Background: an optimization exercise with open tools, aiming at small area and a short achievable clock period. Do not read the settings as production practice.
The RTL was checked by simulation tests, not by an equivalence proof against the original design.

$ cat design/flow/config.mk
export PLATFORM = sky130hd
export DESIGN_NAME = sigma_delta_dac_3rdorder
export DESIGN_NICKNAME = sigma_delta_dac_3rdorder
export VERILOG_FILES = /design/flow/design.v
export SDC_FILE = /design/flow/constraint.sdc
export NUM_CORES = 4
export LEC_CHECK = 0
export CAP_MARGIN = 20
export CORE_MARGIN = 2
export CORE_UTILIZATION = 60
export SETUP_SLACK_MARGIN = 3.6
export SLEW_MARGIN = 20
export TNS_END_PERCENT = 0
$ cat design/flow/constraint.sdc
create_clock -name core_clock -period 7.0 [get_ports {clk}]
set_input_delay 1.4000 -clock core_clock [delete_from_list [all_inputs] [get_ports {clk}]]
set_output_delay 1.4000 -clock core_clock [all_outputs]
set_load 0.01 [all_outputs]
$ cat design/flow/design.v
module sigma_delta_dac_3rdorder(
  input clk,
  input reset_n,
  input [15:0] d,
  output reg q
);
reg  [21:0] ao;
reg  [23:0] lr;
reg  [22:0] fr;
reg         nf23;
wire        s = ~nf23;
wire [23:0] l = lr ^ 24'd0;
wire [22:0] f = fr ^ 23'h7fe000;
wire [21:0] a_in = { {5{nf23}}, d[15], ~d[15], d[14:0] };
wire [21:0] a_sum_p = ao ^ a_in;
wire [21:0] a_sum_g0 = ao & a_in;
wire a_sum_G1 = a_sum_g0[1] | (a_sum_p[1] & a_sum_g0[0]);
wire a_sum_G2 = a_sum_g0[3] | (a_sum_p[3] & a_sum_g0[2]);
wire a_sum_P2 = a_sum_p[3] & a_sum_p[2];
wire a_sum_G3 = a_sum_g0[5] | (a_sum_p[5] & a_sum_g0[4]);
wire a_sum_P3 = a_sum_p[5] & a_sum_p[4];
wire a_sum_G4 = a_sum_g0[7] | (a_sum_p[7] & a_sum_g0[6]);
wire a_sum_P4 = a_sum_p[7] & a_sum_p[6];
wire a_sum_G5 = a_sum_g0[9] | (a_sum_p[9] & a_sum_g0[8]);
wire a_sum_P5 = a_sum_p[9] & a_sum_p[8];
wire a_sum_G6 = a_sum_g0[11] | (a_sum_p[11] & a_sum_g0[10]);
wire a_sum_P6 = a_sum_p[11] & a_sum_p[10];
wire a_sum_G7 = a_sum_g0[13] | (a_sum_p[13] & a_sum_g0[12]);
wire a_sum_P7 = a_sum_p[13] & a_sum_p[12];
wire a_sum_G8 = a_sum_g0[15] | (a_sum_p[15] & a_sum_g0[14]);
wire a_sum_P8 = a_sum_p[15] & a_sum_p[14];
wire a_sum_G9 = a_sum_g0[17] | (a_sum_p[17] & a_sum_g0[16]);
wire a_sum_P9 = a_sum_p[17] & a_sum_p[16];
wire a_sum_G10 = a_sum_g0[19] | (a_sum_p[19] & a_sum_g0[18]);
wire a_sum_P10 = a_sum_p[19] & a_sum_p[18];
wire a_sum_G11 = a_sum_g0[21] | (a_sum_p[21] & a_sum_g0[20]);
wire a_sum_P11 = a_sum_p[21] & a_sum_p[20];
wire a_sum_G12 = a_sum_g0[2] | (a_sum_p[2] & a_sum_G1);
wire a_sum_G13 = a_sum_G2 | (a_sum_P2 & a_sum_G1);
wire a_sum_G14 = a_sum_g0[6] | (a_sum_p[6] & a_sum_G3);
wire a_sum_P14 = a_sum_p[6] & a_sum_P3;
wire a_sum_G15 = a_sum_G4 | (a_sum_P4 & a_sum_G3);
wire a_sum_P15 = a_sum_P4 & a_sum_P3;
wire a_sum_G16 = a_sum_g0[10] | (a_sum_p[10] & a_sum_G5);
wire a_sum_P16 = a_sum_p[10] & a_sum_P5;
wire a_sum_G17 = a_sum_G6 | (a_sum_P6 & a_sum_G5);
wire a_sum_P17 = a_sum_P6 & a_sum_P5;
wire a_sum_G18 = a_sum_g0[14] | (a_sum_p[14] & a_sum_G7);
wire a_sum_P18 = a_sum_p[14] & a_sum_P7;
wire a_sum_G19 = a_sum_G8 | (a_sum_P8 & a_sum_G7);
wire a_sum_P19 = a_sum_P8 & a_sum_P7;
wire a_sum_G20 = a_sum_g0[18] | (a_sum_p[18] & a_sum_G9);
wire a_sum_P20 = a_sum_p[18] & a_sum_P9;
wire a_sum_G21 = a_sum_G10 | (a_sum_P10 & a_sum_G9);
wire a_sum_P21 = a_sum_P10 & a_sum_P9;
wire a_sum_G22 = a_sum_g0[4] | (a_sum_p[4] & a_sum_G13);
wire a_sum_G23 = a_sum_G3 | (a_sum_P3 & a_sum_G13);
wire a_sum_G24 = a_sum_G14 | (a_sum_P14 & a_sum_G13);
wire a_sum_G25 = a_sum_G15 | (a_sum_P15 & a_sum_G13);
wire a_sum_G26 = a_sum_g0[12] | (a_sum_p[12] & a_sum_G17);
wire a_sum_P26 = a_sum_p[12] & a_sum_P17;
wire a_sum_G27 = a_sum_G7 | (a_sum_P7 & a_sum_G17);
wire a_sum_P27 = a_sum_P7 & a_sum_P17;
wire a_sum_G28 = a_sum_G18 | (a_sum_P18 & a_sum_G17);
wire a_sum_P28 = a_sum_P18 & a_sum_P17;
wire a_sum_G29 = a_sum_G19 | (a_sum_P19 & a_sum_G17);
wire a_sum_P29 = a_sum_P19 & a_sum_P17;
wire a_sum_G30 = a_sum_g0[20] | (a_sum_p[20] & a_sum_G21);
wire a_sum_P30 = a_sum_p[20] & a_sum_P21;
wire a_sum_G31 = a_sum_G11 | (a_sum_P11 & a_sum_G21);
wire a_sum_P31 = a_sum_P11 & a_sum_P21;
wire a_sum_G32 = a_sum_g0[8] | (a_sum_p[8] & a_sum_G25);
wire a_sum_G33 = a_sum_G5 | (a_sum_P5 & a_sum_G25);
wire a_sum_G34 = a_sum_G16 | (a_sum_P16 & a_sum_G25);
wire a_sum_G35 = a_sum_G17 | (a_sum_P17 & a_sum_G25);
wire a_sum_G36 = a_sum_G26 | (a_sum_P26 & a_sum_G25);
wire a_sum_G37 = a_sum_G27 | (a_sum_P27 & a_sum_G25);
wire a_sum_G38 = a_sum_G28 | (a_sum_P28 & a_sum_G25);
wire a_sum_G39 = a_sum_G29 | (a_sum_P29 & a_sum_G25);
wire a_sum_G40 = a_sum_g0[16] | (a_sum_p[16] & a_sum_G39);
wire a_sum_G41 = a_sum_G9 | (a_sum_P9 & a_sum_G39);
wire a_sum_G42 = a_sum_G20 | (a_sum_P20 & a_sum_G39);
wire a_sum_G43 = a_sum_G21 | (a_sum_P21 & a_sum_G39);
wire a_sum_G44 = a_sum_G30 | (a_sum_P30 & a_sum_G39);
wire a_sum_G45 = a_sum_G31 | (a_sum_P31 & a_sum_G39);
wire [22:0] a_sum;
assign a_sum[0] = a_sum_p[0];
assign a_sum[1] = a_sum_p[1] ^ a_sum_g0[0];
assign a_sum[2] = a_sum_p[2] ^ a_sum_G1;
assign a_sum[3] = a_sum_p[3] ^ a_sum_G12;
assign a_sum[4] = a_sum_p[4] ^ a_sum_G13;
assign a_sum[5] = a_sum_p[5] ^ a_sum_G22;
assign a_sum[6] = a_sum_p[6] ^ a_sum_G23;
assign a_sum[7] = a_sum_p[7] ^ a_sum_G24;
assign a_sum[8] = a_sum_p[8] ^ a_sum_G25;
assign a_sum[9] = a_sum_p[9] ^ a_sum_G32;
assign a_sum[10] = a_sum_p[10] ^ a_sum_G33;
assign a_sum[11] = a_sum_p[11] ^ a_sum_G34;
assign a_sum[12] = a_sum_p[12] ^ a_sum_G35;
assign a_sum[13] = a_sum_p[13] ^ a_sum_G36;
assign a_sum[14] = a_sum_p[14] ^ a_sum_G37;
assign a_sum[15] = a_sum_p[15] ^ a_sum_G38;
assign a_sum[16] = a_sum_p[16] ^ a_sum_G39;
assign a_sum[17] = a_sum_p[17] ^ a_sum_G40;
assign a_sum[18] = a_sum_p[18] ^ a_sum_G41;
assign a_sum[19] = a_sum_p[19] ^ a_sum_G42;
assign a_sum[20] = a_sum_p[20] ^ a_sum_G43;
assign a_sum[21] = a_sum_p[21] ^ a_sum_G44;
assign a_sum[22] = a_sum_G45;
wire [23:0] o2 = { 2'b00, ao };
wire [23:0] o3 = { 2'b11, s, nf23, nf23, s, {8{nf23}}, ~f[22:13] };
wire [23:0] x  = l ^ o2 ^ o3;
wire [23:0] y  = { (l[22:0] & o2[22:0]) | (l[22:0] & o3[22:0]) | (o2[22:0] & o3[22:0]), 1'b1 };
wire [23:0] l_sum_p = x ^ y;
wire [23:0] l_sum_g0 = x & y;
wire l_sum_G1 = l_sum_g0[1] | (l_sum_p[1] & l_sum_g0[0]);
wire l_sum_G2 = l_sum_g0[3] | (l_sum_p[3] & l_sum_g0[2]);
wire l_sum_P2 = l_sum_p[3] & l_sum_p[2];
wire l_sum_G3 = l_sum_g0[5] | (l_sum_p[5] & l_sum_g0[4]);
wire l_sum_P3 = l_sum_p[5] & l_sum_p[4];
wire l_sum_G4 = l_sum_g0[7] | (l_sum_p[7] & l_sum_g0[6]);
wire l_sum_P4 = l_sum_p[7] & l_sum_p[6];
wire l_sum_G5 = l_sum_g0[9] | (l_sum_p[9] & l_sum_g0[8]);
wire l_sum_P5 = l_sum_p[9] & l_sum_p[8];
wire l_sum_G6 = l_sum_g0[11] | (l_sum_p[11] & l_sum_g0[10]);
wire l_sum_P6 = l_sum_p[11] & l_sum_p[10];
wire l_sum_G7 = l_sum_g0[13] | (l_sum_p[13] & l_sum_g0[12]);
wire l_sum_P7 = l_sum_p[13] & l_sum_p[12];
wire l_sum_G8 = l_sum_g0[15] | (l_sum_p[15] & l_sum_g0[14]);
wire l_sum_P8 = l_sum_p[15] & l_sum_p[14];
wire l_sum_G9 = l_sum_g0[17] | (l_sum_p[17] & l_sum_g0[16]);
wire l_sum_P9 = l_sum_p[17] & l_sum_p[16];
wire l_sum_G10 = l_sum_g0[19] | (l_sum_p[19] & l_sum_g0[18]);
wire l_sum_P10 = l_sum_p[19] & l_sum_p[18];
wire l_sum_G11 = l_sum_g0[21] | (l_sum_p[21] & l_sum_g0[20]);
wire l_sum_P11 = l_sum_p[21] & l_sum_p[20];
wire l_sum_G12 = l_sum_g0[23] | (l_sum_p[23] & l_sum_g0[22]);
wire l_sum_P12 = l_sum_p[23] & l_sum_p[22];
wire l_sum_G13 = l_sum_g0[2] | (l_sum_p[2] & l_sum_G1);
wire l_sum_G14 = l_sum_G2 | (l_sum_P2 & l_sum_G1);
wire l_sum_G15 = l_sum_g0[6] | (l_sum_p[6] & l_sum_G3);
wire l_sum_P15 = l_sum_p[6] & l_sum_P3;
wire l_sum_G16 = l_sum_G4 | (l_sum_P4 & l_sum_G3);
wire l_sum_P16 = l_sum_P4 & l_sum_P3;
wire l_sum_G17 = l_sum_g0[10] | (l_sum_p[10] & l_sum_G5);
wire l_sum_P17 = l_sum_p[10] & l_sum_P5;
wire l_sum_G18 = l_sum_G6 | (l_sum_P6 & l_sum_G5);
wire l_sum_P18 = l_sum_P6 & l_sum_P5;
wire l_sum_G19 = l_sum_g0[14] | (l_sum_p[14] & l_sum_G7);
wire l_sum_P19 = l_sum_p[14] & l_sum_P7;
wire l_sum_G20 = l_sum_G8 | (l_sum_P8 & l_sum_G7);
wire l_sum_P20 = l_sum_P8 & l_sum_P7;
wire l_sum_G21 = l_sum_g0[18] | (l_sum_p[18] & l_sum_G9);
wire l_sum_P21 = l_sum_p[18] & l_sum_P9;
wire l_sum_G22 = l_sum_G10 | (l_sum_P10 & l_sum_G9);
wire l_sum_P22 = l_sum_P10 & l_sum_P9;
wire l_sum_G23 = l_sum_g0[22] | (l_sum_p[22] & l_sum_G11);
wire l_sum_P23 = l_sum_p[22] & l_sum_P11;
wire l_sum_G24 = l_sum_G12 | (l_sum_P12 & l_sum_G11);
wire l_sum_P24 = l_sum_P12 & l_sum_P11;
wire l_sum_G25 = l_sum_g0[4] | (l_sum_p[4] & l_sum_G14);
wire l_sum_G26 = l_sum_G3 | (l_sum_P3 & l_sum_G14);
wire l_sum_G27 = l_sum_G15 | (l_sum_P15 & l_sum_G14);
wire l_sum_G28 = l_sum_G16 | (l_sum_P16 & l_sum_G14);
wire l_sum_G29 = l_sum_g0[12] | (l_sum_p[12] & l_sum_G18);
wire l_sum_P29 = l_sum_p[12] & l_sum_P18;
wire l_sum_G30 = l_sum_G7 | (l_sum_P7 & l_sum_G18);
wire l_sum_P30 = l_sum_P7 & l_sum_P18;
wire l_sum_G31 = l_sum_G19 | (l_sum_P19 & l_sum_G18);
wire l_sum_P31 = l_sum_P19 & l_sum_P18;
wire l_sum_G32 = l_sum_G20 | (l_sum_P20 & l_sum_G18);
wire l_sum_P32 = l_sum_P20 & l_sum_P18;
wire l_sum_G33 = l_sum_g0[20] | (l_sum_p[20] & l_sum_G22);
wire l_sum_P33 = l_sum_p[20] & l_sum_P22;
wire l_sum_G34 = l_sum_G11 | (l_sum_P11 & l_sum_G22);
wire l_sum_P34 = l_sum_P11 & l_sum_P22;
wire l_sum_G35 = l_sum_G23 | (l_sum_P23 & l_sum_G22);
wire l_sum_P35 = l_sum_P23 & l_sum_P22;
wire l_sum_G36 = l_sum_G24 | (l_sum_P24 & l_sum_G22);
wire l_sum_P36 = l_sum_P24 & l_sum_P22;
wire l_sum_G37 = l_sum_g0[8] | (l_sum_p[8] & l_sum_G28);
wire l_sum_G38 = l_sum_G5 | (l_sum_P5 & l_sum_G28);
wire l_sum_G39 = l_sum_G17 | (l_sum_P17 & l_sum_G28);
wire l_sum_G40 = l_sum_G18 | (l_sum_P18 & l_sum_G28);
wire l_sum_G41 = l_sum_G29 | (l_sum_P29 & l_sum_G28);
wire l_sum_G42 = l_sum_G30 | (l_sum_P30 & l_sum_G28);
wire l_sum_G43 = l_sum_G31 | (l_sum_P31 & l_sum_G28);
wire l_sum_G44 = l_sum_G32 | (l_sum_P32 & l_sum_G28);
wire l_sum_G45 = l_sum_g0[16] | (l_sum_p[16] & l_sum_G44);
wire l_sum_G46 = l_sum_G9 | (l_sum_P9 & l_sum_G44);
wire l_sum_G47 = l_sum_G21 | (l_sum_P21 & l_sum_G44);
wire l_sum_G48 = l_sum_G22 | (l_sum_P22 & l_sum_G44);
wire l_sum_G49 = l_sum_G33 | (l_sum_P33 & l_sum_G44);
wire l_sum_G50 = l_sum_G34 | (l_sum_P34 & l_sum_G44);
wire l_sum_G51 = l_sum_G35 | (l_sum_P35 & l_sum_G44);
wire l_sum_G52 = l_sum_G36 | (l_sum_P36 & l_sum_G44);
wire [24:0] l_sum;
assign l_sum[0] = l_sum_p[0];
assign l_sum[1] = l_sum_p[1] ^ l_sum_g0[0];
assign l_sum[2] = l_sum_p[2] ^ l_sum_G1;
assign l_sum[3] = l_sum_p[3] ^ l_sum_G13;
assign l_sum[4] = l_sum_p[4] ^ l_sum_G14;
assign l_sum[5] = l_sum_p[5] ^ l_sum_G25;
assign l_sum[6] = l_sum_p[6] ^ l_sum_G26;
assign l_sum[7] = l_sum_p[7] ^ l_sum_G27;
assign l_sum[8] = l_sum_p[8] ^ l_sum_G28;
assign l_sum[9] = l_sum_p[9] ^ l_sum_G37;
assign l_sum[10] = l_sum_p[10] ^ l_sum_G38;
assign l_sum[11] = l_sum_p[11] ^ l_sum_G39;
assign l_sum[12] = l_sum_p[12] ^ l_sum_G40;
assign l_sum[13] = l_sum_p[13] ^ l_sum_G41;
assign l_sum[14] = l_sum_p[14] ^ l_sum_G42;
assign l_sum[15] = l_sum_p[15] ^ l_sum_G43;
assign l_sum[16] = l_sum_p[16] ^ l_sum_G44;
assign l_sum[17] = l_sum_p[17] ^ l_sum_G45;
assign l_sum[18] = l_sum_p[18] ^ l_sum_G46;
assign l_sum[19] = l_sum_p[19] ^ l_sum_G47;
assign l_sum[20] = l_sum_p[20] ^ l_sum_G48;
assign l_sum[21] = l_sum_p[21] ^ l_sum_G49;
assign l_sum[22] = l_sum_p[22] ^ l_sum_G50;
assign l_sum[23] = l_sum_p[23] ^ l_sum_G51;
assign l_sum[24] = l_sum_G52;
wire [4:0]  fh = { s, f[22:19] } + { nf23, nf23, nf23, nf23, 1'b1 };
wire [23:0] fc = { fh, f[18:0] };
wire [23:0] xs = { 1'b0, x[23:1] };
wire [23:0] ys = { 1'b0, y[23:1] };
wire [23:0] s1 = fc ^ xs ^ ys;
wire [23:0] c1 = (fc & xs) | (fc & ys) | (xs & ys);
wire [23:0] c1s = { c1[22:0], x[0] };
wire [23:0] t_p = s1 ^ c1s;
wire [23:0] t_g0 = s1 & c1s;
wire t_G1 = t_g0[1] | (t_p[1] & t_g0[0]);
wire t_G2 = t_g0[3] | (t_p[3] & t_g0[2]);
wire t_P2 = t_p[3] & t_p[2];
wire t_G3 = t_g0[5] | (t_p[5] & t_g0[4]);
wire t_P3 = t_p[5] & t_p[4];
wire t_G4 = t_g0[7] | (t_p[7] & t_g0[6]);
wire t_P4 = t_p[7] & t_p[6];
wire t_G5 = t_g0[9] | (t_p[9] & t_g0[8]);
wire t_P5 = t_p[9] & t_p[8];
wire t_G6 = t_g0[11] | (t_p[11] & t_g0[10]);
wire t_P6 = t_p[11] & t_p[10];
wire t_G7 = t_g0[13] | (t_p[13] & t_g0[12]);
wire t_P7 = t_p[13] & t_p[12];
wire t_G8 = t_g0[15] | (t_p[15] & t_g0[14]);
wire t_P8 = t_p[15] & t_p[14];
wire t_G9 = t_g0[17] | (t_p[17] & t_g0[16]);
wire t_P9 = t_p[17] & t_p[16];
wire t_G10 = t_g0[19] | (t_p[19] & t_g0[18]);
wire t_P10 = t_p[19] & t_p[18];
wire t_G11 = t_g0[21] | (t_p[21] & t_g0[20]);
wire t_P11 = t_p[21] & t_p[20];
wire t_G12 = t_g0[23] | (t_p[23] & t_g0[22]);
wire t_P12 = t_p[23] & t_p[22];
wire t_G13 = t_g0[2] | (t_p[2] & t_G1);
wire t_G14 = t_G2 | (t_P2 & t_G1);
wire t_G15 = t_g0[6] | (t_p[6] & t_G3);
wire t_P15 = t_p[6] & t_P3;
wire t_G16 = t_G4 | (t_P4 & t_G3);
wire t_P16 = t_P4 & t_P3;
wire t_G17 = t_g0[10] | (t_p[10] & t_G5);
wire t_P17 = t_p[10] & t_P5;
wire t_G18 = t_G6 | (t_P6 & t_G5);
wire t_P18 = t_P6 & t_P5;
wire t_G19 = t_g0[14] | (t_p[14] & t_G7);
wire t_P19 = t_p[14] & t_P7;
wire t_G20 = t_G8 | (t_P8 & t_G7);
wire t_P20 = t_P8 & t_P7;
wire t_G21 = t_g0[18] | (t_p[18] & t_G9);
wire t_P21 = t_p[18] & t_P9;
wire t_G22 = t_G10 | (t_P10 & t_G9);
wire t_P22 = t_P10 & t_P9;
wire t_G23 = t_g0[22] | (t_p[22] & t_G11);
wire t_P23 = t_p[22] & t_P11;
wire t_G24 = t_G12 | (t_P12 & t_G11);
wire t_P24 = t_P12 & t_P11;
wire t_G25 = t_g0[4] | (t_p[4] & t_G14);
wire t_G26 = t_G3 | (t_P3 & t_G14);
wire t_G27 = t_G15 | (t_P15 & t_G14);
wire t_G28 = t_G16 | (t_P16 & t_G14);
wire t_G29 = t_g0[12] | (t_p[12] & t_G18);
wire t_P29 = t_p[12] & t_P18;
wire t_G30 = t_G7 | (t_P7 & t_G18);
wire t_P30 = t_P7 & t_P18;
wire t_G31 = t_G19 | (t_P19 & t_G18);
wire t_P31 = t_P19 & t_P18;
wire t_G32 = t_G20 | (t_P20 & t_G18);
wire t_P32 = t_P20 & t_P18;
wire t_G33 = t_g0[20] | (t_p[20] & t_G22);
wire t_P33 = t_p[20] & t_P22;
wire t_G34 = t_G11 | (t_P11 & t_G22);
wire t_P34 = t_P11 & t_P22;
wire t_G35 = t_G23 | (t_P23 & t_G22);
wire t_P35 = t_P23 & t_P22;
wire t_G36 = t_G24 | (t_P24 & t_G22);
wire t_P36 = t_P24 & t_P22;
wire t_G37 = t_g0[8] | (t_p[8] & t_G28);
wire t_G38 = t_G5 | (t_P5 & t_G28);
wire t_G39 = t_G17 | (t_P17 & t_G28);
wire t_G40 = t_G18 | (t_P18 & t_G28);
wire t_G41 = t_G29 | (t_P29 & t_G28);
wire t_G42 = t_G30 | (t_P30 & t_G28);
wire t_G43 = t_G31 | (t_P31 & t_G28);
wire t_G44 = t_G32 | (t_P32 & t_G28);
wire t_G45 = t_g0[16] | (t_p[16] & t_G44);
wire t_G46 = t_G9 | (t_P9 & t_G44);
wire t_G47 = t_G21 | (t_P21 & t_G44);
wire t_G48 = t_G22 | (t_P22 & t_G44);
wire t_G49 = t_G33 | (t_P33 & t_G44);
wire t_G50 = t_G34 | (t_P34 & t_G44);
wire t_G51 = t_G35 | (t_P35 & t_G44);
wire t_G52 = t_G36 | (t_P36 & t_G44);
wire [24:0] t;
assign t[0] = t_p[0];
assign t[1] = t_p[1] ^ t_g0[0];
assign t[2] = t_p[2] ^ t_G1;
assign t[3] = t_p[3] ^ t_G13;
assign t[4] = t_p[4] ^ t_G14;
assign t[5] = t_p[5] ^ t_G25;
assign t[6] = t_p[6] ^ t_G26;
assign t[7] = t_p[7] ^ t_G27;
assign t[8] = t_p[8] ^ t_G28;
assign t[9] = t_p[9] ^ t_G37;
assign t[10] = t_p[10] ^ t_G38;
assign t[11] = t_p[11] ^ t_G39;
assign t[12] = t_p[12] ^ t_G40;
assign t[13] = t_p[13] ^ t_G41;
assign t[14] = t_p[14] ^ t_G42;
assign t[15] = t_p[15] ^ t_G43;
assign t[16] = t_p[16] ^ t_G44;
assign t[17] = t_p[17] ^ t_G45;
assign t[18] = t_p[18] ^ t_G46;
assign t[19] = t_p[19] ^ t_G47;
assign t[20] = t_p[20] ^ t_G48;
assign t[21] = t_p[21] ^ t_G49;
assign t[22] = t_p[22] ^ t_G50;
assign t[23] = t_p[23] ^ t_G51;
assign t[24] = t_G52;
always @(negedge reset_n or posedge clk)
  if (!reset_n) begin
    ao   <= 22'h200000;
    lr   <= 24'd0;
    fr   <= 23'h7fe000;
    nf23 <= 1'b1;
    q    <= 1'b0;
  end else begin
    ao   <= a_sum[21:0];
    lr   <= l_sum[23:0] ^ 24'd0;
    fr   <= t[22:0] ^ 23'h7fe000;
    nf23 <= ~(t[23] ^ l_sum[23] ^ l_sum[24]);
    q    <= nf23;
  end
endmodule
$ cat design/flow/flow/run.sh
#!/bin/bash
# The standard layout (standard.sh) with changes to how it is made:
#  - clock tree synthesis with its own options (below), without dummy loads;
#  - port buffers of the smallest buffer cell (every port still gets one);
#  - extra make settings: SYNTH_ARGS=-noabc
# Each tool's full output is in the ORFS logs under orfs/logs; make's own
# output is in standard.log.
bash standard.sh \
  "CTS_ARGS=-sink_clustering_enable -repair_clock_nets -buf_list sky130_fd_sc_hd__clkbuf_8 -dont_use_dummy_load" \
  "BUFFER_PORTS_ARGS=-buffer_cell sky130_fd_sc_hd__buf_1" \
  SYNTH_ARGS=-noabc \
  finish > standard.log 2>&1
$ cat design/flow/standard.sh
#!/bin/bash
# synth_recipe.tcl (not shown) runs the flow's synth.tcl, then flattens the netlist and writes it again
# the make line also repeats each setting of config.mk as NAME=value (left out here)
make -C /OpenROAD-flow-scripts/flow DESIGN_CONFIG=/design/flow/config.mk WORK_HOME=/design/flow/orfs CLKGATE_MAP_FILE= SYNTH_SCRIPT=/design/flow/synth_recipe.tcl "${@:-finish}"
==> metrics.csv, run 1 <==
metric;value;unit
worstSetupEndpointType;register;
yosys.area_share.xor_xnor;6.98;%
outcome;timing/DRC/antenna clean;
worst_slack;3320;ps
ys_warn_count;1;
cp_max_fo;4;
synth_area;0.00565;sq mm
fmax;0.272;GHz
die_area;0.0102;sq mm
placed_cells;618;
min_from;ao[0];
cts_max_path_buffers;2;
holdBufCountCts;0;
rsz0062_at_grt;yes;
drc;0;
synth.distinct_cells;53;
cp.required;7250;ps
first_pass_iters;4;
drive_gt1_share;15.2;%
start_util;61.4;%
grt_antenna_before_repair;0;
final_max_slew_viol_count;0;
syn-instance-count;489;
num_vias;3627;
hold_viol;0;
cp-startpoint;fr[14];
drtAntennaViolNets;0;
min_path_type;reg -> reg;
via_per_inst;5.62;
routedWlPerCell;17.3;microns
critPathArrivalTime;3930;ps
grt_pass1_wl;19100;microns
synth_seq_area_share;31.7;%
io_buffers;18;
yosysTopAreaCell;dfrtp_1;
dieWidth;101;microns
cts_made_buffers;9;
grt.overflow.total;0;
fin_crit;3680;ps
crit_type;reg -> reg;
drtIter0Drc;77;
yosys.area.top_type_share;26.2;%
synth_compound_area_share;12.3;%
drv_cap;0;
place_congestion;0.809;
grt_pass1_vias;3936;
nets;684;
reg2reg_from;fr[14];
htree_levels;3;
dieHeight;101;microns
grt_usage;24.5;%
instances_no_fill;645;
grt_max_degree;72;
slew_headroom;68.4;%
syn_nets;637;
diodes;0;
clkSinkCount;71;
synth_flop_cell;dfrtp_1;
core_area;0.00920;sq mm
synth_edf_count;0;
place_ws;3100;ps
tightestPinTransition;471;ps
cts.clk_slew.worst_paths;90;ps
post-route-util;68.2;%
dpl.hpwl;8890;microns
ys_ff_latch;71;
synth_simple_gate_area_share;8.53;%
finalSetupTns;0;ps
routed_wl;11200;microns
synthAdderAreaFrac;36.9;%
rows;35;
yosys-mux-area-fraction;0;%
synth.area.top_cells;dfrtp_1, fa_1, ha_1;
async_flop_share;100;%
syn_avg_cell_area;11.5;sq um
setup_viol;0;
ios;19;
synth_top_family_by_area;adder cells;
min_period_over_period;52.6;%
clock_latency;350;ps
areaGrowthSynthToFinish;11.1;%
cts_root_buffer;clkbuf_8;
cts_tree;yes;
clock_skew;29.0;ps
startpoint_type;register;
[metal layers]
| metal | vias to the layer above | GRT usage [%] | routed length [microns] |
|---|---|---|---|
| met5 | - | 0 | 0 |
| met4 | 0 | 8.11 | 220 |
| met3 | 13 | 2.91 | 158 |
| met2 | 28 | 41.6 | 5640 |
| met1 | 1819 | 32.9 | 5160 |
| li1 | 1767 | - | - |
[Yosys cell counts (6+ instances only)]
| library cell | instances |
|---|---|
| a211oi_1 | 6 |
| a21o_1 | 14 |
| a21oi_1 | 24 |
| and3_1 | 6 |
| dfrtp_1 | 59 |
| dfstp_2 | 12 |
| fa_1 | 61 |
| ha_1 | 69 |
| inv_1 | 53 |
| nand2_1 | 15 |
| nand3_1 | 9 |
| nor2_1 | 22 |
| nor2b_1 | 6 |
| nor3_1 | 7 |
| o21a_1 | 9 |
| o21ai_0 | 13 |
| o21bai_1 | 6 |
| xnor2_1 | 21 |
| xor2_1 | 24 |
[cell type report]
cell class | instances | area (sq um)
tap | 111 | 139
inverter | 53 | 199
timing repair buffer | 36 | 239
sequential | 71 | 1800
clock buffer | 9 | 124
multi-input combinational | 365 | 3780
fill | 738 | 2920
[registers in the layout, summed over array words and instances, names as in the netlist]
signal  cells
ao         22
lr         24
nf23        1
fr         23
q           1
[placed cells by master, fill, tap and decap left out, drive strengths merged, types with 2 or more instances in the layout]
master,Yosys,routed
or2,4,4
o31ai,2,2
xor2,24,24
nand3,10,10
nor4,3,3
a21o,14,14
o311ai,2,2
a21boi,3,3
nor2,22,22
xnor2,21,21
nand2b,4,4
and2,3,3
clkbuf,0,10
buf,0,35
o21bai,6,6
o211ai,6,6
fa,61,61
o21ai,15,15
or3,2,2
nor2b,6,6
ha,69,69
a211oi,6,6
a211o,2,2
nand2,15,15
dfrtp,59,59
nor3,7,7
dfstp,12,12
a31oi,3,3
a21oi,25,25
inv,53,53
nand4,2,2
o21a,9,9
a221oi,2,2
and3,7,7
[logic make-up after synthesis]
logic type,after synthesis
compound gates,100
xor+xnor,45
fa+ha+maj,130
buf+inv,53
flops,71
simple gates,90
[worst paths after layout]
kind / cells past startpoint / end / slack, ps
setup / recovery: 12 / fr[17] / 3320
hold / removal: 1 / ao[0] / 570
setup reg to reg: 12 / fr[17] / 3320
hold reg to reg: 1 / ao[0] / 570
max in group asynchronous: 2 / fr[17] / 5400
min in group asynchronous: 1 / lr[1] / 950
[metrics by stage]
step,hold WS (ps),cell area [sq um]
5_1_grt,588,6270
2_1_floorplan,507,5670
6_report,569,6270
4_1_cts,582,6160
3_3_place_gp,533,5880
3_5_place_dp,561,5880
[critical path, stage by stage, from the launching register on]
cell and delay [ps]:
dfstp_2 560, fa_2 460, fa_1 470, ha_2 210, fa_2 360, a21o_1 200, nand3_2 90, a211o_1 210
buf_4 140, a21boi_2 70, a211o_1 280, fa_1 380, xnor2_1 150
[timing repair]
action                     4_1_cts  5_1_grt
setup endpoints to repair       21       26
pin swaps                       10       12
setup buffers                   11        6
gates resized for setup         15       10
==> inputs of run 2 (changes only) <==
--- a/design/flow/flow/run.sh
+++ b/design/flow/flow/run.sh
@@ -4,3 +4,3 @@
 #  - port buffers of the smallest buffer cell (every port still gets one);
-#  - extra make settings: SYNTH_ARGS=-noabc
+#  - extra make settings: SKIP_GATE_CLONING=1
 # Each tool's full output is in the ORFS logs under orfs/logs; make's own
@@ -10,3 +10,3 @@
   "BUFFER_PORTS_ARGS=-buffer_cell sky130_fd_sc_hd__buf_1" \
-  SYNTH_ARGS=-noabc \
+  SKIP_GATE_CLONING=1 \
   finish > standard.log 2>&1
==> run 2 against run 1 <==
  * Register-to-register slack improved by 280 ps
  * Maximum frequency increased by 8.1%
  * Still clean on timing, DRC and antenna
==> metrics.csv, run 2 <==
metric;value;unit;change
hold_viol;0;;unchanged
yosysTopAreaCell;dfrtp_1;;
drc;0;;unchanged
hold_ws;549;ps;-20.4 ps
drv_cap;0;;unchanged
crit_chain;fa_1 -> fa_1 -> ha_1 -> and2_1 -> a221oi_4 -> a21oi_4 -> o21ai_4 -> a21boi_2 -> o211ai_1 -> xnor2_1;;
synth_seq_area_share;32.1;%;+0.40 points
clock_latency;350;ps;about the same
min_to;ao[0];;
ys_ff_latch;71;;unchanged
nets;681;;-0.44%
grt_antenna_before_repair;0;;unchanged
drive_gt1_share;10.5;%;-4.6 points
dpl.hpwl;8370;microns;-5.9%
dpl_cell_area;0.00580;sq mm;-1.4%
crit_type;reg -> reg;;
routedWlPerCell;16.4;microns;-5.4%
clkSinkCount;71;;unchanged
yosys-mux-area-fraction;0.180;%;+0.18 points
rsz0062_at_grt;yes;;
grt_usage;23.6;%;-0.92 points
ys_warn_count;1;;unchanged
min_path_cells;1;;unchanged
worstSetupEndpointType;register;;
synth.distinct_cells;39;;-26%
first_pass_iters;6;;+2
fmax;0.294;GHz;+8.1%
min_from;ao[0];;
tightestPinTransition;905;ps;+435 ps
finalSetupTns;0;ps;unchanged
syn_nets;646;;+1.4%
dieWidth;100;microns;-0.60%
yosysMostFrequentCell;inv_1;;
drtAntennaViolNets;0;;unchanged
synth_area;0.00558;sq mm;-1.2%
slew_headroom;39.6;%;-29 points
setup_viol;0;;unchanged
core_area;0.00911;sq mm;-0.95%
fin_crit;3400;ps;-277 ps
place_congestion;0.835;;+3.3%
cp_max_fo;4;;unchanged
grt_max_degree;72;;unchanged
synth_edf_count;0;;unchanged
final_max_slew_viol_count;0;;unchanged
outcome;timing/DRC/antenna clean;;
die_area;0.0101;sq mm;-1.2%
synthAdderAreaFrac;37.4;%;+0.46 points
synth_compound_area_share;10.9;%;-1.4 points
diodes;0;;unchanged
async_flop_share;100;%;unchanged
syn_avg_cell_area;11.2;sq um;-3.0%
synth_flop_cell;dfrtp_1;;
routed_wl;10500;microns;-5.9%
cp_top_family;adder cells;;
rows;35;;unchanged
grt_pass1_vias;3749;;-4.8%
synth.area.top_cells;dfrtp_1, fa_1, ha_1;;
cts_made_buffers;9;;unchanged
stdcell_area;0.00610;sq mm;-2.8%
yosys.area.top_type_share;26.5;%;+0.33 points
min_period_over_period;48.6;%;-4.0 points
final_cell_mix;inv_1, ha_1, fa_1, dfrtp_1, a21oi_1;;
worst_path_largest_cell_delay;680;ps;+120 ps
io_buffers;18;;unchanged
ios;19;;unchanged
holdBufCountCts;0;;unchanged
rr_endpoint;nf23;;
cts_tree;yes;;
syn-instance-count;498;;+1.8%
critPathArrivalTime;3680;ps;-250 ps
final_common_cell;inv_1;;
ys_top_cells_by_count;inv_1, ha_1, fa_1;;
grt.overflow.total;0;;unchanged
synth_simple_gate_area_share;6.15;%;-2.4 points
htree_levels;3;;unchanged
largest_register_ffs;24;;unchanged
drtIter0Drc;72;;-6.5%
synth_top_family_by_area;adder cells;;
largest_registers;lr x24, fr x23, ao x22;;
r2r_slack;3600;ps;+280 ps
cp_slowest_cell;dfstp_4;;
yosys.area_share.xor_xnor;8.17;%;+1.2 points
dieHeight;100;microns;-0.60%
reg2reg_from;nf23;;
via_per_inst;5.44;;-3.2%
cts_root_buffer;clkbuf_8;;
path_buf_inv;0;;-1
startpoint_type;register;;
top_register;lr;;
cp.required;7280;ps;+30 ps
reg2reg_depth;10;;-2
grt_pass1_wl;17900;microns;-6.2%
num_vias;3494;;-3.7%
areaGrowthSynthToFinish;9.38;%;
cts_max_path_buffers;2;;unchanged
crit_top_cell;fa_1;;
cts.clk_slew.worst_paths;80;ps;about the same
fillers;739;;+0.14%
clock_skew;13.0;ps;-16.0 ps
start_util;61.2;%;-0.18 points
min_path_type;reg -> reg;;
-- run 2: changes by cell type after synthesis, sizes merged, moves of 4 or more --
cell,before,now
inv,53,75
a21oi,25,37
nand2,15,23
and3,7,0
nand3,10,3
o21a,9,2
a211oi,6,2
nor2b,6,2
o21ai,15,19
xnor2,21,25
-- run 2: final cells by class --
cell class / count / area [sq um] / area share, %
Inverter: 75 / 282 / 4.62
Tap cell: 111 / 139 / 2.28
Multi-Input combinational cell: 352 / 3630 / 59.5
Clock buffer: 9 / 124 / 2.03
Timing Repair Buffer: 24 / 129 / 2.11
Sequential cell: 71 / 1800 / 29.4
-- run 2: worst max-delay path by stage --
stage	startpoint	endpoint	cells after the start
floorplan	nf23	nf23	10
global placement	nf23	nf23	10
detailed placement	nf23	nf23	10
CTS	ao[2]	fr[9]	10
global route	fr[14]	nf23	12
finish	nf23	nf23	10
-- run 2: routing by layer --
| metal | share of wire, % | wire length (microns) | global-route usage (%) |
|---|---|---|---|
| met1 | 48 | 5080 | 33.8 |
| met2 | 46 | 4880 | 36.4 |
| met3 | 3.0 | 319 | 5.15 |
| met4 | 2.2 | 233 | 7.06 |
| met5 | 0 | 0 | 0 |
-- run 2: logic make-up after synthesis --
logic type               Yosys count
AO/OA/AOI/OAI                     95
XOR/XNOR                          52
adder cells (fa/ha/maj)          130
buffers and inverters             75
flip-flops                        71
multiplexers                       1
AND/OR/NAND/NOR                   74
-- run 2: timing repair --
| action | in CTS | in global routing |
|---|---|---|
| setup buffers | 6 | 0 |
| pin swaps | 12 | 6 |
| gates resized for setup | 21 | 8 |
| endpoints found under the setup margin | 15 | 18 |
-- run 2: stage by stage --
| step | util, % | instances | worst slack, ps |
|---|---|---|---|
| after floorplan | - | 498 | 3600 |
| after global placement | 63.7 | 627 | 3270 |
| after detailed placement | 63.7 | 627 | 3170 |
| after CTS | 66.4 | 642 | 3580 |
| after global routing | 67.0 | 642 | 3450 |
| final | 67.0 | 642 | 3600 |
==> inputs of run 3 (changes only) <==
--- a/design/flow/design.v
+++ b/design/flow/design.v
@@ -8,3 +8,3 @@
 reg  [23:0] lr;
-reg  [22:0] fr;
+reg  [22:0] f;
 reg         nf23;
@@ -12,3 +12,2 @@
 wire [23:0] l = lr ^ 24'd0;
-wire [22:0] f = fr ^ 23'h7fe000;
 wire [21:0] a_in = { {5{nf23}}, d[15], ~d[15], d[14:0] };
@@ -342,3 +341,3 @@
     lr   <= 24'd0;
-    fr   <= 23'h7fe000;
+    f    <= 23'd0;
     nf23 <= 1'b1;
@@ -348,3 +347,3 @@
     lr   <= l_sum[23:0] ^ 24'd0;
-    fr   <= t[22:0] ^ 23'h7fe000;
+    f    <= t[22:0];
     nf23 <= ~(t[23] ^ l_sum[23] ^ l_sum[24]);
--- a/design/flow/flow/run.sh
+++ b/design/flow/flow/run.sh
@@ -4,3 +4,3 @@
 #  - port buffers of the smallest buffer cell (every port still gets one);
-#  - extra make settings: SKIP_GATE_CLONING=1
+#  - extra make settings: 
 # Each tool's full output is in the ORFS logs under orfs/logs; make's own
@@ -10,3 +10,3 @@
   "BUFFER_PORTS_ARGS=-buffer_cell sky130_fd_sc_hd__buf_1" \
-  SKIP_GATE_CLONING=1 \
+   \
   finish > standard.log 2>&1
==> run 3 against run 2 <==
  * Worst setup slack lost 170 ps
  * Worst hold slack lost 55 ps
  * Synthesized area grew 0.76%
  * Sequential share of layout area shrank 0.97 points
  * Non-clock buffer count grew 9
  * Final cell count grew 2.3%
  * Critical path type unchanged
==> metrics.csv, run 3 <==
metric;value;unit;change
synth_flop_cell;dfrtp_1;;
tightestPinTransition;922;ps;+16.8 ps
multi_input_area;0.00369;sq mm;+1.7%
ys_top_cells_by_count;inv_1, dfrtp_1, ha_1;;
largest_register_ffs;24;;unchanged
grt_usage;22.9;%;-0.75 points
r2r_slack;3430;ps;-170 ps
routedWlPerCell;15.4;microns;-6.0%
async_flop_share;100;%;unchanged
start_util;61.4;%;+0.17 points
synth_seq_area_share;31.7;%;-0.47 points
synth.area.top_cells;dfrtp_1, fa_1, ha_1;;
drtAntennaViolNets;0;;unchanged
nets;696;;+2.2%
clkSinkCount;71;;unchanged
synth.distinct_cells;39;;unchanged
first_pass_iters;4;;-2
cts.clk_slew.worst_paths;80;ps;about the same
grt_max_degree;72;;unchanged
grt_pass1_vias;3760;;+0.29%
core_area;0.00915;sq mm;+0.48%
instances_no_fill;657;;+2.3%
dieHeight;101;microns;+0.37%
place_congestion;0.817;;-2.2%
seqCellArea;0.00178;sq mm;-0.70%
drive_gt1_share;10.8;%;+0.26 points
drtIter0Drc;101;;+40%
cp.required;7260;ps;-20 ps
largest_registers;lr x24, f x23, ao x22;;
reg2reg_from;nf23;;
cp_max_fo;6;;+2
slew_headroom;38.5;%;-1.1 points
clock_latency;350;ps;about the same
areaGrowthSynthToFinish;11.5;%;
worstSetupEndpointType;register;;
grt_pass1_wl;17800;microns;-0.73%
synth_edf_count;0;;unchanged
cts_tree;yes;;
final_max_slew_viol_count;0;;unchanged
placed_cells;633;;+0.96%
syn-instance-count;504;;+1.2%
num_vias;3528;;+0.97%
syn_avg_cell_area;11.1;sq um;-0.44%
crit_type;reg -> reg;;
fillers;723;;-2.2%
hold_ws;494;ps;-55.4 ps
yosysTopAreaCell;dfrtp_1;;
dpl.hpwl;7930;microns;-5.3%
syn_nets;652;;+0.93%
final_cell_mix;inv_1, dfrtp_1, ha_1;;
cts_max_path_buffers;2;;unchanged
via_per_inst;5.37;;-1.3%
min_from;ao[0];;
diodes;0;;unchanged
rsz0062_at_grt;yes;;
io_buffers;18;;unchanged
drc;0;;unchanged
dpl_cell_area;0.00584;sq mm;+0.71%
startpoint_type;register;;
die_area;0.0102;sq mm;+0.74%
fin_crit;3570;ps;+169 ps
routed_wl;10100;microns;-3.8%
dieWidth;101;microns;+0.37%
cts_root_buffer;clkbuf_8;;
top_register;lr;;
rr_endpoint;f[22];;
fmax;0.280;GHz;-4.7%
final_common_cell;inv_1;;
setup_viol;0;;unchanged
min_path_cells;1;;unchanged
yosys.area.top_type_share;30.7;%;+4.3 points
cts_made_buffers;9;;unchanged
min_period_over_period;51.0;%;+2.4 points
ys_ff_latch;71;;unchanged
rows;35;;unchanged
ios;19;;unchanged
ys_warn_count;1;;unchanged
drv_cap;0;;unchanged
synth_area;0.00562;sq mm;+0.76%
yosysMostFrequentCell;inv_1;;
grt.overflow.total;0;;unchanged
grt_antenna_before_repair;0;;unchanged
clock_skew;17.7;ps;+4.71 ps
hold_viol;0;;unchanged
reg2reg_depth;13;;+3
min_to;ao[0];;
htree_levels;3;;unchanged
min_path_type;reg -> reg;;
stdcell_area;0.00626;sq mm;+2.7%
outcome;timing/DRC/antenna clean;;
finalSetupTns;0;ps;unchanged
critPathArrivalTime;3830;ps;+150 ps
[run 3: what timing repair did]
item / in CTS / in global routing
gates resized for setup: 22 / 9
setup endpoints to repair: 25 / 29
hold buffers: 0 / 0
pin swaps: 23 / 10
endpoints found under the hold margin: 0 / 0
setup buffers: 11 / 4
[run 3: worst max-delay path: stages, from the launching register on]
cell	delay [ps]
dfstp_4	700
buf_4	140
fa_1	460
fa_1	480
ha_1	230
a21o_1	180
a21o_1	150
a21o_1	180
a31oi_4	170
a21oi_2	100
o21a_1	240
buf_4	150
a21oi_1	160
xnor2_1	130
[run 3: through the flow]
| stage | setup WS (ps) | utilization (%) |
|---|---|---|
| 3_5_place_dp | 3010 | 63.8 |
| 5_1_grt | 3280 | 68.4 |
| 4_1_cts | 3440 | 67.4 |
| 2_1_floorplan | 3390 | - |
| 6_report | 3430 | 68.4 |
| 3_3_place_gp | 3060 | 63.8 |
[run 3: how the worst max path moves through the flow]
stage | startpoint | endpoint | cells after the start
2_1_floorplan | d[0] | ao[16] | 11
3_3_place_gp | d[0] | ao[21] | 13
3_5_place_dp | d[0] | ao[16] | 12
4_1_cts | ao[1] | f[16] | 14
5_1_grt | nf23 | nf23 | 13
6_report | nf23 | f[22] | 13
[run 3: logic make-up after synthesis]
logic type | Yosys count | synth area share, %
AND/OR/NAND/NOR | 74 | 6.55
buffers and inverters | 87 | 5.81
XOR/XNOR | 47 | 7.33
flip-flops | 71 | 31.7
adder cells (fa/ha/maj) | 130 | 37.1
AO/OA/AOI/OAI | 95 | 11.5
[run 3: layer usage]
| metal | wire (microns) | GRT usage (%) | share of wire (%) |
|---|---|---|---|
| met1 | 5080 | 34.1 | 50 |
| met2 | 4720 | 35.3 | 47 |
| met3 | 177 | 2.57 | 1.7 |
| met4 | 138 | 7.27 | 1.4 |
| met5 | 0 | 0 | 0 |
[run 3: layout make-up]
class	count	area share, %
inverter	87	5.21
sequential	71	28.5
clock buffer	9	1.98
tap	111	2.22
multi-input combinational	346	58.9
timing repair buffer	33	3.20
==> inputs of run 4 (changes only) <==
==> design/flow/flow/run.sh (replaced) <==
#!/bin/bash
# The standard layout (standard.sh), with two changes to how it is made:
#  - clock tree synthesis with its own options (below), without dummy loads;
#  - port buffers of the smallest buffer cell (every port still gets one).
# Each tool's full output is in the ORFS logs under orfs/logs; make's own
# output is in standard.log.
bash standard.sh \
  "CTS_ARGS=-sink_clustering_enable -repair_clock_nets -buf_list sky130_fd_sc_hd__clkbuf_8 -dont_use_dummy_load -sink_clustering_size 30 -sink_clustering_max_diameter 150" \
  "BUFFER_PORTS_ARGS=-buffer_cell sky130_fd_sc_hd__buf_1" \
  finish > standard.log 2>&1
--- a/design/flow/config.mk
+++ b/design/flow/config.mk
@@ -9,5 +9,4 @@
 export CORE_MARGIN = 2
-export CORE_UTILIZATION = 60
-export SETUP_SLACK_MARGIN = 3.6
+export CORE_UTILIZATION = 40
+export SETUP_SLACK_MARGIN = 3.0
 export SLEW_MARGIN = 20
-export TNS_END_PERCENT = 0
==> run 4 against run 3 <==
  * Synthesized area did not move
  * Clock skew is 6.2 ps lower
  * Worst setup slack lost 220 ps
  * Largest cell class unchanged
==> metrics.csv, run 4 <==
metric;value;unit;change
via_per_inst;4.83;;-10%
largest_register_ffs;24;;unchanged
hold_ws;515;ps;+21.1 ps
cts.clk_slew.worst_paths;70;ps;about the same
routedWlPerCell;14.0;microns;-9.1%
grt_pass1_vias;3855;;+2.5%
cp_max_fo;4;;-2
synth.distinct_cells;39;;unchanged
seqCellArea;0.00178;sq mm;unchanged
grt_max_degree;72;;unchanged
dieWidth;123;microns;+22%
diodes;0;;unchanged
die_area;0.0150;sq mm;+48%
clkSinkCount;71;;unchanged
synth_seq_area_share;31.7;%;unchanged
min_path_type;reg -> reg;;
outcome;timing/DRC/antenna clean;;
drive_gt1_share;3.76;%;-7.0 points
finalSetupTns;0;ps;unchanged
start_util;40.8;%;-21 points
dieHeight;123;microns;+22%
dpl.hpwl;8010;microns;+1.0%
ys_warn_count;1;;unchanged
largest_registers;lr x24, f x23, ao x22;;
cts_root_buffer;clkbuf_8;;
clock_latency;350;ps;about the same
startpoint_type;primary input;;
drc;0;;unchanged
synth_simple_gate_area_share;6.55;%;unchanged
instances_no_fill;712;;+8.4%
slew_headroom;37.2;%;-1.4 points
grt_usage;15.7;%;-7.2 points
ys_ff_latch;71;;unchanged
ios;19;;unchanged
syn_avg_cell_area;11.1;sq um;unchanged
cts_tree;yes;;
final_cell_mix;inv_1, ha_1, dfrtp_1;;
grt.overflow.total;0;;unchanged
cp.required;7270;ps;about the same
fin_crit;3790;ps;+216 ps
async_flop_share;100;%;unchanged
worstSetupEndpointType;register;;
synth_top_family_by_area;adder cells;;
grt_pass1_wl;18100;microns;+1.4%
setup_viol;0;;unchanged
final_max_slew_viol_count;0;;unchanged
placed_cells;702;;+11%
rows;43;;+23%
syn_nets;652;;unchanged
rsz0062_at_grt;yes;;
tightestPinTransition;943;ps;+20.4 ps
hold_viol;0;;unchanged
critPathArrivalTime;4060;ps;+230 ps
core_area;0.0138;sq mm;+50%
synth_area;0.00562;sq mm;unchanged
post-route-util;44.0;%;-24 points
top_register;lr;;
synth.area.top_cells;dfrtp_1, fa_1, ha_1;;
synth_compound_area_share;11.5;%;unchanged
drtIter0Drc;89;;-12%
first_pass_iters;4;;unchanged
clock_skew;11.5;ps;-6.22 ps
syn-instance-count;504;;unchanged
fillers;1355;;+87%
num_vias;3439;;-2.5%
fmax;0.264;GHz;-5.7%
yosys.area_share.xor_xnor;7.33;%;unchanged
synthAdderAreaFrac;37.1;%;unchanged
yosys.area.top_type_share;30.7;%;unchanged
synth_flop_cell;dfrtp_1;;
htree_levels;3;;unchanged
io_buffers;18;;unchanged
crit_type;in -> reg;;
areaGrowthSynthToFinish;8.00;%;
grt_antenna_before_repair;0;;unchanged
yosysTopAreaCell;dfrtp_1;;
yosysMostFrequentCell;inv_1;;
routed_wl;9970;microns;-1.5%
cts_made_buffers;9;;unchanged
synth_edf_count;0;;unchanged
nets;682;;-2.0%
yosys-mux-area-fraction;0;%;unchanged
multi_input_area;0.00353;sq mm;-4.4%
min_period_over_period;54.1;%;+3.1 points
cts_max_path_buffers;2;;unchanged
final_common_cell;inv_1;;
place_congestion;0.807;;-1.2%
ys_top_cells_by_count;inv_1, dfrtp_1, ha_1;;
drtAntennaViolNets;0;;unchanged
drv_cap;0;;unchanged
==> run 4: cell types whose count changed in the layout (fill, tap and decap cells not counted), moves of 4 or more <==
| cell | before | now |
|---|---|---|
| buf_4 | 14 | 1 |
| ha_1 | 63 | 69 |
| ha_4 | 5 | 0 |
| fa_1 | 57 | 61 |
| fa_2 | 4 | 0 |
==> run 4: worst paths after layout <==
check / to / startpoint / cells past startpoint / slack (ps)
max: ao[21] / d[0] / 13 / 3210
min: ao[0] / ao[0] / 1 / 510
max reg2reg: nf23 / nf23 / 12 / 3220
min reg2reg: ao[0] / ao[0] / 1 / 510
max in group asynchronous: lr[18] / reset_n / 1 / 5200
min in group asynchronous: ao[5] / reset_n / 1 / 1200
==> run 4: what timing repair did <==
action                                  in CTS  in global routing
gates resized for setup                      1                  3
buffers inserted                             0                  1
pin swaps                                    0                  0
hold buffers                                 0                  0
endpoints found under the setup margin       2                  3
==> run 4: worst max-delay path, cell delays in order <==
cell	delay (ps)
buf_1	70
ha_1	140
inv_1	50
fa_1	430
nor2b_1	170
o31a_1	160
o41a_1	210
o211a_1	320
a31oi_2	140
a31o_4	240
nor4bb_1	450
a2111oi_4	100
xor2_1	170
==> run 4: final cells by class <==
| type | instances | area share, % |
|---|---|---|
| clock buffers | 9 | 2.04 |
| inverters | 87 | 5.38 |
| multi-input cells | 346 | 58.1 |
| flip-flops and latches | 71 | 29.4 |
| well taps | 180 | 3.71 |
| repair buffers | 19 | 1.36 |
==> run 4: cell families (layout without fill, tap and decap cells) <==
family	Yosys count	count (layout)
compound gates	95	95
xor+xnor	47	47
fa+ha+maj	130	130
buf+inv	87	115
flops	71	71
simple gates	74	74
==> run 4: routing by layer <==
layer	up-vias	global-route usage, %	wire length, microns
li1	1713	-	-
met1	1674	21.7	4910
met2	37	24.8	4560
met3	15	2.32	309
met4	0	6.25	190
met5	-	0	0
==> run 4: through the flow <==
stage / cell area (sq um) / setup slack [ps]
3_3_place_gp: 5910 / 2890
6_report: 6070 / 3210
2_1_floorplan: 5620 / 3320
3_5_place_dp: 5910 / 2820
5_1_grt: 6070 / 2960
4_1_cts: 6040 / 3100
==> inputs of run 5 (changes only) <==
--- a/design/flow/flow/run.sh
+++ b/design/flow/flow/run.sh
@@ -7,3 +7,3 @@
 bash standard.sh \
-  "CTS_ARGS=-sink_clustering_enable -repair_clock_nets -buf_list sky130_fd_sc_hd__clkbuf_8 -dont_use_dummy_load -sink_clustering_size 30 -sink_clustering_max_diameter 150" \
+  "CTS_ARGS=-repair_clock_nets -buf_list sky130_fd_sc_hd__clkbuf_8 -dont_use_dummy_load" \
   "BUFFER_PORTS_ARGS=-buffer_cell sky130_fd_sc_hd__buf_1" \
==> run 5 against run 4 <==
  * Cell area did not move
  * Sequential share of layout area did not move
  * Via count did not move
  * Worst hold slack did not move
  * Synthesized cell count did not move
  * First-iteration DRC count did not move
  * Critical path depth did not move
  * Die area did not move
  * Non-clock buffer count did not move
==> metrics.csv, run 5 <==
metric;value;unit;change
outcome;timing/DRC/antenna clean;;
fillers;1355;;unchanged
synth_flop_cell;dfrtp_1;;
io_buffers;18;;unchanged
syn-instance-count;504;;unchanged
syn_avg_cell_area;11.1;sq um;unchanged
drive_gt1_share;3.76;%;unchanged
yosys.area_share.xor_xnor;7.33;%;unchanged
grt_max_degree;72;;unchanged
yosysTopAreaCell;dfrtp_1;;
min_period_over_period;54.1;%;unchanged
num_vias;3439;;unchanged
tightestPinTransition;943;ps;unchanged
via_per_inst;4.83;;unchanged
yosys-mux-area-fraction;0;%;unchanged
grt_usage;15.7;%;unchanged
dieHeight;123;microns;unchanged
holdBufCountCts;0;;unchanged
async_flop_share;100;%;unchanged
clock_skew;11.5;ps;unchanged
cts_made_buffers;9;;unchanged
synth.distinct_cells;39;;unchanged
yosysMostFrequentCell;inv_1;;
largest_registers;lr x24, f x23, ao x22;;
core_area;0.0138;sq mm;unchanged
clkSinkCount;71;;unchanged
place_ws;2820;ps;unchanged
start_util;40.8;%;unchanged
finalSetupTns;0;ps;unchanged
startpoint_type;primary input;;
synth_seq_area_share;31.7;%;unchanged
fin_crit;3790;ps;unchanged
rsz0062_at_grt;yes;;
worstSetupEndpointType;register;;
synth.area.top_cells;dfrtp_1, fa_1, ha_1;;
slew_headroom;37.2;%;unchanged
fmax;0.264;GHz;unchanged
reg2reg_depth;12;;unchanged
htree_levels;3;;unchanged
drtIter0Drc;89;;unchanged
crit_chain;buf_1 -> ha_1 -> inv_1 -> fa_1 -> nor2b_1 -> o31a_1 -> o41a_1 -> o211a_1 -> a31oi_2 -> a31o_4 -> nor4bb_1 -> a2111oi_4 -> xor2_1;;
largest_register_ffs;24;;unchanged
dieWidth;123;microns;unchanged
syn_nets;652;;unchanged
crit_type;in -> reg;;
grt_antenna_before_repair;0;;unchanged
ys_warn_count;1;;unchanged
final_max_slew_viol_count;0;;unchanged
cp.required;7270;ps;about the same
drv_cap;0;;unchanged
grt_pass1_wl;18100;microns;unchanged
cp_slowest_cell;nor4bb_1;;
worst_path_largest_cell_delay;450;ps;about the same
grt_pass1_vias;3855;;unchanged
cts_tree;yes;;
synth_area;0.00562;sq mm;unchanged
final_common_cell;inv_1;;
synthAdderAreaFrac;37.1;%;unchanged
cp_max_fo;4;;unchanged
dpl.hpwl;8010;microns;unchanged
ys_ff_latch;71;;unchanged
diodes;0;;unchanged
final_cell_mix;inv_1, ha_1, dfrtp_1;;
cts_max_path_buffers;2;;unchanged
ys_top_cells_by_count;inv_1, dfrtp_1, ha_1;;
rows;43;;unchanged
routedWlPerCell;14.0;microns;unchanged
worst_slack;3210;ps;unchanged
setup_viol;0;;unchanged
min_path_type;reg -> reg;;
drc;0;;unchanged
top_register;lr;;
die_area;0.0150;sq mm;unchanged
critPathArrivalTime;4060;ps;about the same
first_pass_iters;4;;unchanged
cts_root_buffer;clkbuf_8;;
synth_compound_area_share;11.5;%;unchanged
clock_latency;350;ps;about the same
hold_viol;0;;unchanged
ios;19;;unchanged
drtAntennaViolNets;0;;unchanged
place_congestion;0.807;;unchanged
cts.clk_slew.worst_paths;70;ps;about the same
yosys.area.top_type_share;30.7;%;unchanged
nets;682;;unchanged
routed_wl;9970;microns;unchanged
min_path_cells;1;;unchanged
areaGrowthSynthToFinish;8.00;%;unchanged
grt.overflow.total;0;;unchanged
synth_edf_count;0;;unchanged
synth_top_family_by_area;adder cells;;
synth_simple_gate_area_share;6.55;%;unchanged
==> run 5: cell counts in the layout (fill, tap and decap cells not counted) <==
Identical to the previous run, type by type.
==> run 5: critical path, delay by kind of cell <==
family	cells	cell delay (ps)
compound gates	6	1170
xor+xnor	1	170
fa+ha+maj	2	570
buf+inv	2	120
simple gates	2	620
==> run 5: per-stage QoR <==
step                instance area, sq um  cells  hold slack, ps  utilization [%]
finish                              6070    712             515             44.0
detailed placement                  5910    702             502             42.9
floorplan                           5620    504             466                -
global placement                    5910    702             492             42.9
CTS                                 6040    711             520             43.9
global route                        6070    712             533             44.0
==> run 5: layout make-up <==
type                       count  area, sq um  area share [%]
clock buffer                   9          124            2.04
inverter                      87          327            5.38
multi-input combinational    346         3530            58.1
sequential                    71         1780            29.4
tap                          180          225            3.71
timing repair buffer          19         82.6            1.36
==> run 5: metal layers <==
metal | track usage [%] | share of wire [%]
met5 | 0 | 0
met3 | 2.32 | 3.1
met2 | 24.8 | 46
met1 | 21.7 | 49
met4 | 6.25 | 1.9
==> run 5: timing repair <==
action | CTS | global route
buffers inserted | 0 | 1
gates resized for setup | 1 | 3
endpoints found under the setup margin | 2 | 3
==> run 5: cell families after synthesis <==
group | Yosys count
fa+ha+maj | 130
xor+xnor | 47
flops | 71
buf+inv | 87
compound gates | 95
simple gates | 74
==> run 5: worst paths after layout <==
path | start | end | slack, ps
hold / removal | ao[0] | ao[0] | 510
setup / recovery | d[0] | ao[21] | 3210
setup reg to reg | nf23 | nf23 | 3220
max in group asynchronous | reset_n | lr[18] | 5200
hold reg to reg | ao[0] | ao[0] | 510
min in group asynchronous | reset_n | ao[5] | 1200

==> re-timing with driven ports <==
The flow's constraints put no driver on any port. The routed layouts listed below were extracted and timed again, unchanged, in two steps.
Step 1, drivers: a clkbuf_16 drives clk and a buf_2 each remaining input, both assumed.
Step 2, shift: input delay + t, output delay - t, t = (earliest + latest rising clock arrival at the registers) / 2. This alone moves slack from input paths to output paths.
a / b / c = ideal ports / drivers / drivers and shift; a / b = the first two.
run	t (ns)	setup slack, ns	hold WS [ns]	clock arrival spread, ns	worst register clock-pin slew, ns
run 1	0.369	3.320 / 3.320 / 3.085	0.569 / 0.569 / 0.569	0.029 / 0.029	0.09 / 0.09
run 2	0.376	3.597 / 3.597 / 3.304	0.549 / 0.549 / 0.549	0.014 / 0.013	0.08 / 0.08
run 3	0.374	3.428 / 3.428 / 3.124	0.494 / 0.494 / 0.494	0.018 / 0.018	0.08 / 0.08
run 4	0.382	3.212 / 3.217 / 2.839	0.515 / 0.515 / 0.515	0.012 / 0.011	0.07 / 0.07
run 5	0.382	3.212 / 3.217 / 2.839	0.515 / 0.515 / 0.515	0.012 / 0.011	0.07 / 0.07
After both steps every run listed still meets setup and hold.
